Background: an optimization exercise with open tools, aiming at small area. Do not read the settings as production practice.
In this exercise RTL edits were held to simulation tests only and were not proved equivalent to the original.
Power and IR drop assume default switching activity.

==> flow/config.mk <==
export PLATFORM = sky130hd
export DESIGN_NAME = uart_wb_bridge
export DESIGN_NICKNAME = uart_wb_bridge
export VERILOG_FILES = /design/flow/design.v
export SDC_FILE = /design/flow/constraint.sdc
export NUM_CORES = 4
export LEC_CHECK = 0
export CAP_MARGIN = 20
export CORE_MARGIN = 2
export CORE_UTILIZATION = 40
export SLEW_MARGIN = 20
==> flow/constraint.sdc <==
create_clock -name core_clock -period 10.0 [get_ports {clk}]
set_input_delay 2.0000 -clock core_clock [delete_from_list [all_inputs] [get_ports {clk}]]
set_output_delay 2.0000 -clock core_clock [all_outputs]
set_load 0.01 [all_outputs]
==> flow/design.v <==
`timescale 1ns / 1ps
module syscon ( 
   wb_clk, wb_rst,
   clk, rst
   ) ;
   input clk;
   input rst;
   output wb_clk;
   output wb_rst;
   wire   locked;
   reg [31:0] wb_rst_shr;
   always @(posedge clk or posedge rst)
	 if (rst)
	   wb_rst_shr <= 32'hffff_ffff;
	 else
	   wb_rst_shr <= {wb_rst_shr[30:0], ~(locked)};
   assign wb_rst = wb_rst_shr[31] | ~locked | rst;
   assign wb_clk = clk;   
   assign locked = 1'b1;
endmodule  
`timescale 1ns / 1ps
module uart(
	    input 	 clk,  
	    input 	 rst,  
	    input 	 rx,  
	    output 	 tx,  
	    input 	 transmit,  
	    input [7:0]  tx_byte,  
	    output 	 received,  
	    output [7:0] rx_byte,  
	    output 	 is_receiving,  
	    output 	 is_transmitting,  
	    output 	 recv_error  
	    );
  parameter CLOCK_DIVIDE = 217;  
   parameter RX_IDLE = 0;
   parameter RX_CHECK_START = 1;
   parameter RX_READ_BITS = 2;
   parameter RX_CHECK_STOP = 3;
   parameter RX_DELAY_RESTART = 4;
   parameter RX_ERROR = 5;
   parameter RX_RECEIVED = 6;
   parameter TX_IDLE = 0;
   parameter TX_SENDING = 1;
   parameter TX_DELAY_RESTART = 2;
   reg [10:0] 		 rx_clk_divider;
   reg [10:0] 		 tx_clk_divider;
   reg [2:0] 		 recv_state;
   reg [5:0] 		 rx_countdown;
   reg [3:0] 		 rx_bits_remaining;
   reg [7:0] 		 rx_data;
   reg 			 tx_out;
   reg [1:0] 		 tx_state;
   reg [5:0] 		 tx_countdown;
   reg [3:0] 		 tx_bits_remaining;
   reg [7:0] 		 tx_data;
   assign received = recv_state == RX_RECEIVED;
   assign recv_error = recv_state == RX_ERROR;
   assign is_receiving = recv_state != RX_IDLE;
   assign rx_byte = rx_data;
   assign tx = tx_out;
   assign is_transmitting = tx_state != TX_IDLE;
   always @(posedge clk) begin
      if (rst) begin
         recv_state = RX_IDLE;
         tx_state = TX_IDLE;
         tx_out = 1'b1;
      end
      rx_clk_divider = rx_clk_divider - 1;
      if (!rx_clk_divider) begin
         rx_clk_divider = CLOCK_DIVIDE;
         rx_countdown = rx_countdown - 1;
      end
      tx_clk_divider = tx_clk_divider - 1;
      if (!tx_clk_divider) begin
         tx_clk_divider = CLOCK_DIVIDE;
         tx_countdown = tx_countdown - 1;
      end
      case (recv_state)
        RX_IDLE: begin
           if (!rx) begin
              rx_clk_divider = CLOCK_DIVIDE;
              rx_countdown = 2;
              recv_state = RX_CHECK_START;
           end
        end
        RX_CHECK_START: begin
           if (!rx_countdown) begin
              if (!rx) begin
                 rx_countdown = 4;
                 rx_bits_remaining = 8;
                 recv_state = RX_READ_BITS;
              end else begin
                 recv_state = RX_ERROR;
              end
           end
        end
        RX_READ_BITS: begin
           if (!rx_countdown) begin
              rx_data = {rx, rx_data[7:1]};
              rx_countdown = 4;
              rx_bits_remaining = rx_bits_remaining - 1;
              recv_state = rx_bits_remaining ? RX_READ_BITS : RX_CHECK_STOP;
           end
        end
        RX_CHECK_STOP: begin
           if (!rx_countdown) begin
              recv_state = rx ? RX_RECEIVED : RX_ERROR;
           end
        end
        RX_DELAY_RESTART: begin
           recv_state = rx_countdown ? RX_DELAY_RESTART : RX_IDLE;
        end
        RX_ERROR: begin
           rx_countdown = 8;
           recv_state = RX_DELAY_RESTART;
        end
        RX_RECEIVED: begin
           recv_state = RX_IDLE;
        end
      endcase
      case (tx_state)
        TX_IDLE: begin
           if (transmit) begin
              tx_data = tx_byte;
              tx_clk_divider = CLOCK_DIVIDE;
              tx_countdown = 4;
              tx_out = 0;
              tx_bits_remaining = 8;
              tx_state = TX_SENDING;
           end
        end
        TX_SENDING: begin
           if (!tx_countdown) begin
              if (tx_bits_remaining) begin
                 tx_bits_remaining = tx_bits_remaining - 1;
                 tx_out = tx_data[0];
                 tx_data = {1'b0, tx_data[7:1]};
                 tx_countdown = 4;
                 tx_state = TX_SENDING;
              end else begin
                 tx_out = 1;
                 tx_countdown = 8;
                 tx_state = TX_DELAY_RESTART;
              end
           end
        end
        TX_DELAY_RESTART: begin
           tx_state = tx_countdown ? TX_DELAY_RESTART : TX_IDLE;
        end
      endcase
   end
endmodule
`timescale 1ns / 1ps
module packet_decode ( 
   cpu_address, cpu_start, cpu_selection, cpu_write, cpu_data_wr,
   transmit, tx_byte,
   clk, rst, rx_byte, received, recv_error, is_transmitting,
   cpu_data_rd, cpu_active
   ) ;
   parameter dw = 32;
   parameter aw = 32;
   parameter DEBUG = 0;
   input clk;
   input rst;
   input [7:0] rx_byte;
   input       received;
   input       recv_error;
   input       is_transmitting;
   output reg [aw-1:0] cpu_address;
   output reg          cpu_start;
   output reg [3:0]    cpu_selection;
   output reg          cpu_write;
   output reg [dw-1:0] cpu_data_wr;
   output reg          transmit;
   output reg [7:0]    tx_byte;
   input [dw-1:0]      cpu_data_rd;
   input               cpu_active;
   reg [7:0]           file_num;
   reg                 file_write;
   reg                 file_read;
   reg [31:0]          file_write_data;
   wire [31:0]         file_read_data = 32'h0;;
   wire                file_active = 1'b0;
   reg [7:0]           state;
   enum {
         STATE_IDLE                    = 8'h00,
         STATE_COMMAND                 = 8'h01,
         STATE_LENGTH                  = 8'h02,
         STATE_READ_START_ADDRESS      = 8'h03,
         STATE_CPU_DOWNLOAD_MEMORY     = 8'h04,
         STATE_CPU_WRITE_MEMORY        = 8'h05,
         STATE_CPU_READ_MEMORY         = 8'h06,
         STATE_CPU_READ_MEMORY_DONE    = 8'h07,
         STATE_CPU_UPLOAD_MEMORY       = 8'h08,
         STATE_CPU_UPLOAD_MEMORY_DONE  = 8'h09
         } packet_state;
   reg [3:0]           size;
   reg [3:0]           command;
   reg [7:0]           length;
   reg [31:0]          start_address;
   reg [7:0]           byte_count;
   reg [7:0]           samples_transferred;
   wire                decode_cpu_command   = (command == 4'h1) | (command == 4'h2);
   wire                decode_read_command  = (command == 4'h2);
   wire                decode_write_command = (command == 4'h1);
   always @(posedge clk)
     begin
        if (rst) begin
           command <= 0;
           length <= 0;
           size <= 0;
           start_address <= 0;
           byte_count <= 0;
           samples_transferred <= 0;
           cpu_address <= 0;
           cpu_start <= 0;
           cpu_selection <= 0;
           cpu_write <= 0;
           cpu_data_wr <= 0;
           transmit <=0;
           tx_byte <= 0;
           file_num <= 0;
           file_write_data <= 32'h0;
           file_write <= 0;
           file_read <= 0;
           packet_state <= STATE_IDLE;
        end else begin
           case (packet_state)
             STATE_IDLE: begin
                if (received && (rx_byte == 8'hCA)) begin
                   command <= 0;
                   length <= 0;
                   size <= 0;
                   start_address <= 0;
                   byte_count <= 0;
                   samples_transferred <= 0;
                   cpu_address <= 0;
                   cpu_start <= 0;
                   cpu_selection <= 0;
                   cpu_write <= 0;
                   cpu_data_wr <= 0;
                   transmit <=0;
                   tx_byte <= 0;
                   file_num <= 0;
                   file_write_data <= 32'h0;
                   file_write <= 0;
                   file_read <= 0;
                   packet_state <= STATE_COMMAND;
                end else begin
                   packet_state <= STATE_IDLE;
                end
             end
             STATE_COMMAND: begin
                if (recv_error) begin
                   packet_state <= STATE_IDLE;
                end else if (received) begin
                   command <= rx_byte[3:0];
                   size <= rx_byte[7:4];
                   packet_state <= STATE_LENGTH;
                end else begin
                   packet_state <= STATE_COMMAND;
                end
             end
             STATE_LENGTH: begin
                if (recv_error) begin
                   packet_state <= STATE_IDLE;
                end else if (received) begin
                   length <= rx_byte;
                   if (decode_cpu_command) begin
                      byte_count <= 0;
                      packet_state <= STATE_READ_START_ADDRESS;
                   end else begin
                      packet_state <= STATE_IDLE;
                   end
                end else begin
                   packet_state <= STATE_LENGTH;
                end
             end
             STATE_READ_START_ADDRESS: begin
                if (recv_error) begin
                   packet_state <= STATE_IDLE;
                end else if (received) begin
                   start_address[(byte_count*8)+:8] <= rx_byte;
                   byte_count <= byte_count + 1;
                   if (byte_count >= 3) begin
                      byte_count <= 0;
                      samples_transferred <= 0;
                      cpu_data_wr <=0;
                      if (decode_write_command) begin
                         packet_state <= STATE_CPU_DOWNLOAD_MEMORY;
                      end else begin
                         byte_count <= 0;
                         packet_state <= STATE_CPU_READ_MEMORY;
                      end
                   end
                end else begin
                   packet_state <= STATE_READ_START_ADDRESS;
                end
             end
             STATE_CPU_DOWNLOAD_MEMORY: begin
                if (recv_error) begin
                   packet_state <= STATE_IDLE;
                end else if (samples_transferred >= length) begin
                   packet_state <= STATE_IDLE;
                end else if (received) begin
                   cpu_data_wr[(byte_count*8)+:8] <= rx_byte;
                   byte_count <= byte_count + 1;
                   if (byte_count >= 3) begin
                      byte_count <= 0;
                      samples_transferred <= samples_transferred + 1;
                      packet_state <= STATE_CPU_WRITE_MEMORY;
                   end
                end else begin
                   packet_state <= STATE_CPU_DOWNLOAD_MEMORY;
                end
             end
             STATE_CPU_WRITE_MEMORY: begin
                cpu_address <= start_address;
                cpu_selection <= size;
                cpu_write <= 1;
                cpu_start <= 1;
                if (!cpu_active) begin
                   packet_state <= STATE_CPU_WRITE_MEMORY;
                end else begin
                   cpu_start <= 0;
                   cpu_write <= 0;
                   start_address <= start_address + 4;  
                   packet_state <= STATE_CPU_DOWNLOAD_MEMORY;
                end
             end
             STATE_CPU_READ_MEMORY: begin
                cpu_address <= start_address;
                cpu_selection <= size;
                cpu_write <= 0;
                cpu_start <= 1;
                if ((byte_count >= 4) && (samples_transferred >= length))begin
                   packet_state <= STATE_IDLE;
                   cpu_start <= 0;
                end else if (!cpu_active) begin
                   packet_state <= STATE_CPU_READ_MEMORY;
                end else begin
                   cpu_start <= 0;
                   packet_state <= STATE_CPU_READ_MEMORY_DONE;
                end
             end  
             STATE_CPU_READ_MEMORY_DONE:begin
                cpu_start <= 0;
                cpu_write <= 0;
                if ((byte_count >= 4) && (samples_transferred >= length))begin
                   packet_state <= STATE_IDLE;
                end else if (cpu_active) begin
                   packet_state <= STATE_CPU_READ_MEMORY_DONE;
                end else begin
                   tx_byte <= 0;
                   transmit <= 0;
                   byte_count <= 0;
                   packet_state <= STATE_CPU_UPLOAD_MEMORY;
                end
             end
             STATE_CPU_UPLOAD_MEMORY:begin
                tx_byte <= cpu_data_rd[(byte_count*8)+:8];
                transmit <= 1;
                if (is_transmitting == 1'b0) begin
                   packet_state <= STATE_CPU_UPLOAD_MEMORY;
                end else begin
                   packet_state <= STATE_CPU_UPLOAD_MEMORY_DONE;
                   transmit <= 0;
                   byte_count <= byte_count + 1;
                end
             end  
             STATE_CPU_UPLOAD_MEMORY_DONE:begin
                if (is_transmitting == 1'b1) begin
                   packet_state <= STATE_CPU_UPLOAD_MEMORY_DONE;
                end else begin
                   if (byte_count >= 4) begin
                      samples_transferred <= samples_transferred + 1;
                      if (samples_transferred >= length) begin
                         packet_state <= STATE_IDLE;
                      end else begin
                         packet_state <= STATE_CPU_READ_MEMORY;
                         start_address <= start_address + 4;
                      end
                   end else begin
                      packet_state <= STATE_CPU_UPLOAD_MEMORY;
                   end
                end
             end  
             default: begin
                packet_state <= STATE_IDLE;
             end
           endcase  
        end
     end  
endmodule  
`timescale 1ns / 1ps
module wb_master_interface (
                            input               wb_clk,
                            input               wb_rst,
                            output reg [31:0]   wb_adr,
                            output reg [31:0]   wb_wdat,
                            output reg [3:0]    wb_sel,
                            output reg          wb_we,
                            output reg          wb_cyc,
                            output reg          wb_stb,
                            input [31:0]        wb_rdat,
                            input               wb_ack,
                            input               wb_err,
                            input               wb_rty,
                            input               start,
                            input [31:0]        address,
                            input [3:0]         selection,
                            input               write,
                            input [31:0]      data_wr,
                            output reg [31:0] data_rd,
                            output wire         active
                            );
   enum                                         logic [1:0] {STATE_IDLE, STATE_WAIT_ACK, STATE_ERROR} state;
   assign active = state != STATE_IDLE;
   always_ff @(posedge wb_clk)
     if (wb_rst) begin
        state <= STATE_IDLE;
        wb_adr  <= 32'h0000_0000;
        wb_wdat <= 0;
        wb_sel  <= 0;
        wb_we   <= 0;
        wb_cyc  <= 0;
        wb_stb  <= 0;
        data_rd   <= 0;
     end else begin  
        case (state)
          STATE_IDLE: begin
             wb_adr  <= 32'h0000_0000;
             wb_wdat <= 0;
             wb_sel  <= 0;
             wb_we   <= 0;
             wb_cyc  <= 0;
             wb_stb  <= 0;
             if (start) begin
                state <= STATE_WAIT_ACK;
                wb_adr <= address;
                wb_wdat <= data_wr;
                wb_sel <= selection;
                wb_we  <= write;
                wb_cyc <= 1;
                wb_stb <= 1;
                data_rd  <=0;
             end else begin
                state <= STATE_IDLE;
             end
          end  
          STATE_WAIT_ACK: begin
             wb_cyc <= 1;
             wb_stb <= 1;
             if (wb_err || wb_rty) begin
                state <= STATE_ERROR;
                wb_stb <= 0;
                wb_cyc <= 0;
             end else if (wb_ack) begin
		if (!write) begin
		   data_rd <= wb_rdat;
		end
                state <= STATE_IDLE;
                wb_stb <= 0;
                wb_cyc <= 0;
             end else begin
                state <= STATE_WAIT_ACK;
             end
          end  
          STATE_ERROR: begin
             state <= STATE_IDLE;
          end
          default: begin
             state <= STATE_IDLE;
          end
        endcase  
     end  
endmodule  
`timescale 1ns / 1ps
module uart_to_wishbone_master(
                               input wire         wb_clk,
                               input wire         wb_rst,
                               output wire [31:0] wb_adr,
                               output wire [31:0] wb_wdat,
                               output wire [3:0]  wb_sel,
                               output wire        wb_we,
                               output wire        wb_cyc,
                               output wire        wb_stb,
                               input wire [31:0]  wb_rdat,
                               input wire         wb_ack,
                               input wire         wb_err,
                               input wire         wb_rty,
                               input wire  rx,
                               output wire tx
                               );
   parameter dw = 32;
   parameter aw = 32;
   parameter DEBUG = 0;
   wire [aw-1:0] cpu_address;
   wire          cpu_start;
   wire [3:0]    cpu_selection;
   wire          cpu_write;
   wire [dw-1:0] cpu_data_wr;
   wire [dw-1:0] cpu_data_rd;
   wire          cpu_active;
   wire       transmit;
   wire [7:0] tx_byte;
   wire       received;
   wire [7:0] rx_byte;
   wire       is_receiving;
   wire       is_transmitting;
   wire       recv_error;
   localparam UART_CLOCK_DIVIDE = 217;
   uart #(.CLOCK_DIVIDE(UART_CLOCK_DIVIDE))
   uart0(
	 .clk(wb_clk),  
	 .rst(wb_rst),  
	 .rx(rx),  
	 .tx(tx),  
	 .transmit(transmit),  
	 .tx_byte(tx_byte),  
	 .received(received),  
	 .rx_byte(rx_byte),  
	 .is_receiving(is_receiving),  
	 .is_transmitting(is_transmitting),  
	 .recv_error(recv_error)  
         );
   packet_decode decode(
                        .clk(wb_clk),
                        .rst(wb_rst),
                        .rx_byte(rx_byte),
                        .received(received),
                        .recv_error(recv_error),
                        .is_transmitting(is_transmitting),
                        .tx_byte(tx_byte),  
                        .transmit(transmit),  
                        .cpu_data_rd(cpu_data_rd),
                        .cpu_active(cpu_active),
                        .cpu_start(cpu_start),
                        .cpu_address(cpu_address),
                        .cpu_selection(cpu_selection),
                        .cpu_write(cpu_write),
                        .cpu_data_wr(cpu_data_wr)
                        ) ;
   wb_master_interface master(
                              .wb_clk(wb_clk),
                              .wb_rst(wb_rst),
                              .wb_adr(wb_adr),
                              .wb_wdat(wb_wdat),
                              .wb_sel(wb_sel),
                              .wb_we(wb_we),
                              .wb_cyc(wb_cyc),
                              .wb_stb(wb_stb),
                              .wb_rdat(wb_rdat),
                              .wb_ack(wb_ack),
                              .wb_err(wb_err),
                              .wb_rty(wb_rty),
                              .start(cpu_start),
                              .address(cpu_address),
                              .selection(cpu_selection),
                              .write(cpu_write),
                              .data_wr(cpu_data_wr),
                              .data_rd(cpu_data_rd),
                              .active(cpu_active)
                              );
endmodule  
`timescale 1ns / 1ps
module uart_wb_bridge (
                       input wire         clk,
                       input wire         rst,
                       input wire         rx,
                       output wire        tx,
                       output wire [31:0] wb_adr_o,
                       output wire [31:0] wb_dat_o,
                       output wire [3:0]  wb_sel_o,
                       output wire        wb_we_o,
                       output wire        wb_cyc_o,
                       output wire        wb_stb_o,
                       input wire [31:0]  wb_dat_i,
                       input wire         wb_ack_i,
                       input wire         wb_err_i,
                       input wire         wb_rty_i
                       );
   wire wb_clk;
   wire wb_rst;
   syscon syscon_inst(
                      .wb_clk(wb_clk),
                      .wb_rst(wb_rst),
                      .clk(clk),
                      .rst(rst)
                      );
   uart_to_wishbone_master uart_wb_master0(
                                           .wb_clk(wb_clk),
                                           .wb_rst(wb_rst),
                                           .wb_adr(wb_adr_o),
                                           .wb_wdat(wb_dat_o),
                                           .wb_sel(wb_sel_o),
                                           .wb_we(wb_we_o),
                                           .wb_cyc(wb_cyc_o),
                                           .wb_stb(wb_stb_o),
                                           .wb_rdat(wb_dat_i),
                                           .wb_ack(wb_ack_i),
                                           .wb_err(wb_err_i),
                                           .wb_rty(wb_rty_i),
                                           .rx(rx),
                                           .tx(tx)
                                           );
endmodule
==> flow/run.sh <==
#!/bin/bash
# synth_recipe.tcl (not shown) runs the flow's synth.tcl, then flattens the netlist and writes it again
# the make line also repeats each setting of config.mk as NAME=value (left out here)
make -C /OpenROAD-flow-scripts/flow DESIGN_CONFIG=/design/flow/config.mk WORK_HOME=/design/flow/orfs CLKGATE_MAP_FILE= SYNTH_SCRIPT=/design/flow/synth_recipe.tcl finish
==> run notes <==
placed cells by master, fill, tap and decap left out, types with 10 or more instances in the layout:
cell type,instances
a21oi_1,227
a22o_1,11
a22oi_1,24
a31oi_1,11
and2_1,10
and3_1,15
buf_4,18
clkbuf_16,42
clkdlybuf4s50_1,109
dfstp_2,32
dfxtp_1,290
edfxtp_1,24
ha_1,22
inv_1,43
mux2i_1,10
nand2_1,277
nand2b_1,15
nand3_1,195
nand4_1,16
nor2_1,114
nor2b_1,15
nor3_1,32
nor4_1,10
o21ai_0,88
o22ai_1,11
o2bb2ai_1,14
or3_1,20
xnor2_1,26
xor2_1,21
synthesized netlist by cell type (6+ instances only):
cell,number,area [sq um]
a21oi_1,228,1140
nor2b_1,16,100
a31oi_1,11,68.8
o22ai_1,11,68.8
nand3_1,195,976
dfxtp_1,291,5830
a22oi_1,24,180
a32oi_1,6,52.6
nor3_1,32,160
o21a_1,8,60.1
a22o_1,11,96.3
mux2i_1,10,100
o21ai_0,89,445
nor3b_1,7,52.6
nor2_1,116,435
dfstp_2,32,841
edfxtp_1,24,721
nor4_1,12,75.1
ha_1,22,275
nand2_1,277,1040
nand4_1,16,100
or4_1,8,60.1
xor2_1,21,184
mux4_2,8,180
and2_1,10,62.6
inv_1,44,165
a211oi_1,6,45.0
or3_1,20,125
o2bb2ai_1,14,123
nand2b_1,15,93.8
buf_1,13,48.8
xnor2_1,26,228
a21o_1,8,60.1
clkbuf_1,119,447
o211ai_1,8,60.1
and3_1,15,93.8
power by group through the flow:
stage | logic [mW] | registers [mW] | clock network [mW]
finish | 0.132 | 1.47 | 1.37
global route | 0.148 | 1.47 | 1.46
CTS | 0.133 | 1.47 | 1.40
detailed placement | 0.131 | 1.50 | 0
global placement | 0.130 | 1.49 | 0
floorplan | 0.118 | 1.48 | 0
final cells by class:
cell class / instances / area, sq um
fill: 3763 / 20300
tap: 518 / 648
timing repair buffer: 127 / 1230
clock buffer: 56 / 1160
sequential: 347 / 7390
inverter: 44 / 165
clock inverter: 13 / 76.3
multi-input combinational: 1333 / 7550
routing by layer:
metal	share of wire	vias to the layer above
met2	0.45	318
met3	0.046	60
met5	0	-
met4	0.019	0
met1	0.48	6376
li1	-	6657
state kept, by name, indices dropped and copies added (netlist names), 32 cells and up:
signal,cells
uart_wb_master0.decode.start_address,32
uart_wb_master0.decode.cpu_address,32
uart_wb_master0.master.data_rd,32
uart_wb_master0.decode.cpu_data_wr,32
syscon_inst.wb_rst_shr,32
uart_wb_master0.master.wb_wdat,32
uart_wb_master0.master.wb_adr,32
path summary, 6_finish.rpt:
kind / endpoint / slack (ps) / cells past startpoint
max in group asynchronous: syscon_inst.wb_rst_shr[20] / 7580 / 2
min in group asynchronous: syscon_inst.wb_rst_shr[30] / 2380 / 2
min: syscon_inst.wb_rst_shr[28] / 350 / 0
max reg2reg: uart_wb_master0.decode.cpu_data_wr[5] / 6130 / 10
max: uart_wb_master0.decode.cpu_data_wr[1] / 5390 / 5
min reg2reg: syscon_inst.wb_rst_shr[28] / 350 / 0
cell families (layout without fill, tap and decap cells):
family                     after synthesis  in the layout  share of synthesized area
buffers and inverters                  181            240                     0.0450
and+or+nand+nor                        769            769                      0.234
muxes                                   20             20                     0.0194
AOI/OAI and AO/OA                      474            474                      0.183
xor gates and xnor gates                47             47                     0.0264
adders and majority gates               22             22                     0.0177
DFF                                    347            347                      0.474
other                                    1              1                   0.000241
metrics by stage:
stage,cells,total power [mW]
floorplan,1861,1.59
global placement,2369,1.62
detailed placement,2369,1.63
CTS,2438,3.00
global route,2438,3.08
finish,2438,2.97
worst register-to-register path, cell delays in order, from the launching register on:
cell      delay [ps]
dfxtp_1          960
inv_1            180
ha_1             340
nor2b_1          160
o21ai_0          160
a31oi_1          190
or4_1            710
a221oi_1         390
o21bai_1         290
a22oi_1          290
nor2_1            60
==> results_dict.tcl <==
set metrics [dict create \
    timing.rr.start "uart_wb_master0.decode.byte_count[0]" \
    drcViolationCount 0 \
    cts_root_buf "clkbuf_16" \
    fin_crit_ps 4610 \
    crit_start "rst" \
    finalSetupTns_ps 0 \
    ant_nets 0 \
    h-tree-depth 2 \
    finalSetupViolCount 0 \
    worst_slew_pin_slew_ps 1040 \
    antennaDiodeCount 0 \
    p_int_mw 2.30 \
    hold_viol 0 \
    syn_avg_cell_area_sq_um 8.37 \
    die_w_microns 201 \
    wl_per_cell_microns 16.3 \
    ios 110 \
    grt_pass1_wl_microns 66500 \
    vdd_drop_max_mv 0.134 \
    met3_usage 0.0280 \
    placed_area_sq_um 17000 \
    grt_busiest_layer "met2" \
    cp_top_family "buffers and inverters" \
    cts_tree "built" \
    crit_arrival_ps 4980 \
    clock_path_buffers 3 \
    die-area_sq_um 40500 \
    finalNetCount 1952 \
    drt_iter0_drc 1039 \
    cts_setup_buffers 0 \
    synth.distinct_cells 80 \
    power_frac_comb 0.044 \
    netSwitchingFraction 0.225 \
    drt_wl_total_microns 39800 \
    yosysSeqAreaShare 0.474 \
    power.share.clock 0.461 \
    clk_latency_ps 530 \
    syn-num-nets 1921 \
    p_switching_uw 667 \
    die_h_microns 201 \
    crit_required_ps 10380 \
    outcome "complete, no violations" \
    drive_above_1_share 0.0755 \
    worstHoldStart "syscon_inst.wb_rst_shr[27]" \
    crit_path_frequent_cell "buf_4" \
    drtPass1Iterations 5 \
    crit_type "in2reg" \
    crit_slowest_cell "buf_4" \
    p_seq_frac 0.494 \
    gp_congestion 0.845 \
    clk_pin_slew_ps 60 \
    vias_per_cell 5.50 \
    coreArea_sq_um 38600 \
    period_share 0.461 \
    ys_warn_count 4 \
    synthFlopType "dfxtp_1" \
    critPathLaunchType "input pin" \
    worstPathBufferInverterCount 3 \
    power.leakage_nw 5.84 \
    hold_path_class "reg2reg" \
    cts_buffers 39 \
    setup_ws_ps 5390 \
    start_util 0.404 \
    design_area_sq_um 18200 \
    postCtsHoldBufs 0 \
    critPathCaptureType "register" \
    whs_ps 350 \
    skew_ps 14.7 \
    fin_util 0.472 \
    synth_edf_count 24 \
    antenna_found_initial 1 \
    grt.met1_usage 0.272 \
    grt_setup_unrepaired "false" \
    synth-seq-cells 347 \
    area_growth_pct 17.0 \
    io_buffer_count 109 \
    async_flop_share 0.0922 \
    dp_slack_ps 4820 \
    p_per_area_nw_per_um2 163 \
    first_global_vias 13000 \
    slew_viol_final 0 \
    overflow 0 \
    critPathMaxFanout 97 \
    dp_hpwl_microns 25500 \
    slew_headroom 0.300 \
    rows 72 \
    cts.sinks 347 \
    cts_resized 0 \
    synth_cells 1861 \
    path_cells "clkdlybuf4s50_1, or2_4, buf_4, buf_4, nor2_1" \
    critPathMaxStageDelay_ps 880 \
    fmax_ghz 0.217 \
    maxCapViolations 0 \
    vias 13400 \
    grtUsageTotal 0.195 \
    met2_usage 0.318 \
    grt_max_degree 98 \
    syn-cell-area_sq_um 15600 \
]

-- static timing again, ports no longer ideal --
In the flow no input, the clock included, has a driving cell. The finished layout below was timed again as built, in two steps. Step 1 (the two cells are an assumption about what drives the block):
set clk [get_ports {clk}]
set_driving_cell -lib_cell sky130_fd_sc_hd__clkbuf_16 $clk
set_driving_cell -lib_cell sky130_fd_sc_hd__buf_2 [delete_from_list [all_inputs] $clk]
Step 2 times the ports against the registers' clock, not the clock port: input delays grow and output delays shrink by t, the midpoint of the rising clock arrivals with the driver on. a / b / c = ideal ports / drivers / drivers and shift; a / b = the first two.
shift t [ns]: 0.583
slack for setup (ns): 5.393 / 5.427 / 4.844
worst setup path after step 2: input to register
clock arrival spread, ns: 0.018 / 0.018
cell pins on the clock port's net: 1
After both steps this run still meets setup and hold. For this run, drivers alone change the setup slack by +0.034 ns; drivers and shift together by -0.549 ns.
